This design comes from an exercise in tuning for small area, a short achievable clock period and few clock cycles on the open sky130 flow, not from production work. No driver is modelled on the clock port, so clock power and skew are understated where the tree is cut down; a real chip needs a root buffer or a tree. Power and IR drop assume default switching activity.

v6:
==> module day3_part2_top, before the edit <==
module day3_part2_top( clk, rst, rom_addr, rom_data, sum, done );
    input clk;
    input rst;
    output [13:0] rom_addr;
    input [7:0] rom_data;
    output [31:0] sum;
    output done;
    reg        rst_q;       
    reg [13:0] addr;
    reg        addr_cy;     
    reg [6:0]  hi;          
    reg [7:0]  lo;          
    reg        pz;          
    reg        l1, l2, l3;  
    reg [52:1] seen1;
    reg [52:1] seen2;
    reg        keep1a;      
    reg        keep1b;      
    reg        keep2a;      
    reg        keep2b;      
    reg [5:0]  badge;
    reg        add;         
    reg        add2;        
    reg        c3;
    reg [5:0]  sum_lo;
    reg        carry;       
    reg        carry2;      
    reg [11:0] sum_hi;
    reg        fin;         
    reg        fin2;
    reg        fin3;
    reg        int_done;
    wire zero = hi[0] & lo[0];
    wire eol = zero & ~pz;                        
    wire last = eol & l3;                         
    wire [52:1] keep1 = {{26{keep1b}}, {26{keep1a}}};
    wire [52:1] keep2 = {{26{keep2b}}, {26{keep2a}}};
    reg [52:1] hit;
    integer i;
    always @(*)
        for (i = 1; i <= 52; i = i + 1)
            hit[i] = hi[i / 8] & lo[i % 8];
    reg [5:0] enc;
    always @(*) begin
        enc = 6'd0;
        for (i = 1; i <= 52; i = i + 1)
            if (seen1[i]) enc = enc | i[5:0];
    end
    assign rom_addr = addr;
    assign sum = {14'd0, sum_hi, sum_lo};
    assign done = int_done;
    always @(posedge clk) begin
        rst_q <= rst;
        if (rst_q) begin
            addr <= 14'd0;
            addr_cy <= 1'b0;
        end else begin
            addr[6:0] <= addr[6:0] + 7'd1;
            addr[13:7] <= addr[13:7] + {6'd0, addr_cy};
            addr_cy <= (addr[6:0] == 7'd126);
        end
        for (i = 0; i < 7; i = i + 1)
            hi[i] <= (rom_data[5:3] == i);
        for (i = 0; i < 8; i = i + 1)
            lo[i] <= (rom_data[2:0] == i);
        pz <= zero;
        l1 <= ~rst_q & ((~l1 & ~l2 & ~l3) | (l1 & ~eol) | last);
        l2 <= ~rst_q & ((l2 & ~eol) | (l1 & eol));
        l3 <= ~rst_q & ((l3 & ~eol) | (l2 & eol));
        keep1a <= ~rst_q & ~(eol & (l2 | l3));
        keep1b <= ~rst_q & ~(eol & l2) & ~last;
        keep2a <= ~rst_q & ~last;
        keep2b <= ~rst_q & ~(eol & (l1 | l3));
        seen1 <= (seen1 & keep1) | (hit & ({52{l1}} | ({52{l3}} & seen2)));
        seen2 <= (seen2 & keep2) | (hit & {52{l2}} & seen1);
        badge <= enc;
        add <= ~rst_q & last & ~int_done;
        add2 <= ~rst_q & add;
        if (rst_q) begin
            sum_lo <= 6'd0;
            c3 <= 1'b0;
            carry <= 1'b0;
            carry2 <= 1'b0;
            sum_hi <= 12'd0;
        end else begin
            {c3, sum_lo[2:0]} <= {1'b0, sum_lo[2:0]} + {1'b0, badge[2:0] & {3{add}}};
            {carry, sum_lo[5:3]} <= {1'b0, sum_lo[5:3]} + {1'b0, badge[5:3] & {3{add2}}} + {3'd0, c3};
            {carry2, sum_hi[5:0]} <= {1'b0, sum_hi[5:0]} + {6'd0, carry};
            sum_hi[11:6] <= sum_hi[11:6] + {5'd0, carry2};
        end
        fin <= ~rst_q & zero & pz & l1;
        fin2 <= ~rst_q & fin;
        fin3 <= ~rst_q & fin2;
        int_done <= ~rst & ~rst_q & (int_done | fin3);
    end
endmodule
Settings: LEC_CHECK=0, ABC_CLOCK_PERIOD_IN_PS=1500, CAP_MARGIN=20, CORE_MARGIN=2, CORE_UTILIZATION=40, SETUP_SLACK_MARGIN=2.5, SLEW_MARGIN=20; clock period 4.0 ns.
standard.sh (not shown) runs the stock make flow with config.mk's settings and CLKGATE_MAP_FILE= SYNTH_SCRIPT=/design/flow/synth_recipe.tcl, a recipe that flattens the netlist after the stock synthesis.
==> flow/flow/run.sh <==
#!/bin/bash
# The standard layout (standard.sh), except:
# - the clock tree is built by flow/mycts.tcl, run as ORFS's PRE_CTS_TCL hook,
#   which then skips clock_tree_synthesis: the clock port drives 4 root
#   inverters, each driving 2 leaf inverters, each driving an equal-count grid
#   cluster of flip-flops (two inversions: the flip-flops see the port clock);
# - the port buffers are buf_2 cells instead of delay cells;
# - setup repair does not insert buffers (unbuffer, sizeup, swap only).
# All tool output goes to standard.log and ORFS's own logs under orfs/logs.
set -euo pipefail
export PRE_CTS_TCL=$PWD/flow/mycts.tcl
export MYCTS_COLS=4
export MYCTS_ROWS=2
export MYCTS_ROOT=sky130_fd_sc_hd__clkinv_16
export MYCTS_LEAF=sky130_fd_sc_hd__clkinv_16
export MYCTS_OUTBUF=sky130_fd_sc_hd__buf_2
export MYCTS_INBUF=sky130_fd_sc_hd__buf_2
export SETUP_MOVE_SEQUENCE=unbuffer,sizeup,swap
bash standard.sh > standard.log 2>&1
Other scripts of this flow, unchanged in this note and not shown: flow/flow/mycts.tcl
#### Input delta (v7 over v6)
-- flow/design.v --
<<< v6, line 9
    reg        rst_q;       
    reg [13:0] addr;
    reg        addr_cy;     
    reg [6:0]  hi;          
    reg [7:0]  lo;          
>>> v7, line 9
    reg        rst_q;       
    reg [13:0] addr;
    reg [6:0]  hi;          
    reg [7:0]  lo;          
<<< v6, line 25
    reg        c3;
    reg [5:0]  sum_lo;
    reg        carry;       
    reg        carry2;      
    reg [11:0] sum_hi;
    reg        fin;         
    reg        fin2;
    reg        fin3;
    reg        int_done;
    wire zero = hi[0] & lo[0];
>>> v7, line 24
    reg        c3;
    reg [5:0]  sum_lo;
    reg        carry;
    reg [11:0] sum_hi;
    reg        fin;         
    reg        fin2;
    reg        int_done;
    wire zero = hi[0] & lo[0];
<<< v6, line 48
            if (seen1[i]) enc = enc | i[5:0];
    end
    assign rom_addr = addr;
    assign sum = {14'd0, sum_hi, sum_lo};
>>> v7, line 45
            if (seen1[i]) enc = enc | i[5:0];
    end
    reg [13:0] addr_up;         
    reg [11:0] hi_up;           
    always @(*) begin
        for (i = 0; i < 14; i = i + 1)
            addr_up[i] = (i == 0) ? 1'b1 : &(addr | ~((14'd1 << i) - 14'd1));
        for (i = 0; i < 12; i = i + 1)
            hi_up[i] = carry & ((i == 0) ? 1'b1 : &(sum_hi | ~((12'd1 << i) - 12'd1)));
    end
    function [3:0] add3(input [2:0] a, input [2:0] b, input ci);
        reg c1, c2;
        begin
            c1 = (a[0] & b[0]) | (ci & (a[0] ^ b[0]));
            c2 = (a[1] & b[1]) | (c1 & (a[1] ^ b[1]));
            add3 = {(a[2] & b[2]) | (c2 & (a[2] ^ b[2])),
                    a[2] ^ b[2] ^ c2, a[1] ^ b[1] ^ c1, a[0] ^ b[0] ^ ci};
        end
    endfunction
    wire [3:0] add_lo = add3(sum_lo[2:0], badge[2:0] & {3{add}}, 1'b0);
    wire [3:0] add_hi = add3(sum_lo[5:3], badge[5:3] & {3{add2}}, c3);
    assign rom_addr = addr;
    assign sum = {14'd0, sum_hi, sum_lo};
<<< v6, line 53
    always @(posedge clk) begin
        rst_q <= rst;
        if (rst_q) begin
            addr <= 14'd0;
            addr_cy <= 1'b0;
        end else begin
            addr[6:0] <= addr[6:0] + 7'd1;
            addr[13:7] <= addr[13:7] + {6'd0, addr_cy};
            addr_cy <= (addr[6:0] == 7'd126);
        end
        for (i = 0; i < 7; i = i + 1)
            hi[i] <= (rom_data[5:3] == i);
>>> v7, line 69
    always @(posedge clk) begin
        rst_q <= rst;
        addr <= rst_q ? 14'd0 : addr ^ addr_up;
        for (i = 0; i < 7; i = i + 1)
            hi[i] <= (rom_data[5:3] == i);
<<< v6, line 82
            c3 <= 1'b0;
            carry <= 1'b0;
            carry2 <= 1'b0;
            sum_hi <= 12'd0;
        end else begin
            {c3, sum_lo[2:0]} <= {1'b0, sum_lo[2:0]} + {1'b0, badge[2:0] & {3{add}}};
            {carry, sum_lo[5:3]} <= {1'b0, sum_lo[5:3]} + {1'b0, badge[5:3] & {3{add2}}} + {3'd0, c3};
            {carry2, sum_hi[5:0]} <= {1'b0, sum_hi[5:0]} + {6'd0, carry};
            sum_hi[11:6] <= sum_hi[11:6] + {5'd0, carry2};
        end
        fin <= ~rst_q & zero & pz & l1;
        fin2 <= ~rst_q & fin;
        fin3 <= ~rst_q & fin2;
        int_done <= ~rst & ~rst_q & (int_done | fin3);
    end
endmodule
>>> v7, line 91
            c3 <= 1'b0;
            carry <= 1'b0;
            sum_hi <= 12'd0;
        end else begin
            {c3, sum_lo[2:0]} <= add_lo;
            {carry, sum_lo[5:3]} <= add_hi;
            sum_hi <= sum_hi ^ hi_up;
        end
        fin <= ~rst_q & zero & pz & l1;
        fin2 <= ~rst_q & fin;
        int_done <= ~rst & ~rst_q & (int_done | fin2);
    end
endmodule
==> comparison <==
- v7 against v6; average size of a mapped cell is down slightly.
- Between v6 and v7, the combinational group share of total power does not differ in any meaningful way.
- Changes observed in v7 relative to v6: fraction of layout instances using a drive strength above 1 climbed 4.2 points; worst vdd rail ir drop increased by 20% relative to the old numbers; portion of netlist area occupied by mux cells increased 0.37 points; total power shrank by about 1.2%; final design area excluding fillers was more or less identical.
- Number of instances resized during post-cts repair in v7 vs v6: up 7
Function was not checked in any run of this note: the RTL went through the layout flow alone. In every run of this note, the design's own scripts or RTL, not TritonCTS, make the clock network.

re-timing with driven ports:
No port has a modelled driver above. Below, the same layouts with a new extraction and two added sets of constraints. Step 1, drivers: a clkbuf_16 drives clk and a buf_2 each remaining input, both assumed. Step 2, shift: input delay + t, output delay - t, t = (earliest + latest rising clock arrival at the registers) / 2. This alone moves slack from input paths to output paths. a / b / c = ideal ports / drivers / drivers and shift; a / b = the first two.
run | t, ns | setup slack, ns | latest minus earliest clock arrival (ns) | slew at the worst register clock pin (ns) | worst data-port slew with drivers (ns)
v6 | 0.338 | 2.433 / 2.319 / 2.432 | 0.014 / 0.014 | 0.06 / 0.06 | 0.03
v7 | 0.339 | 2.286 / 2.285 / 2.285 | 0.013 / 0.012 | 0.05 / 0.06 | 0.03
After both steps setup and hold are still met in every run listed.
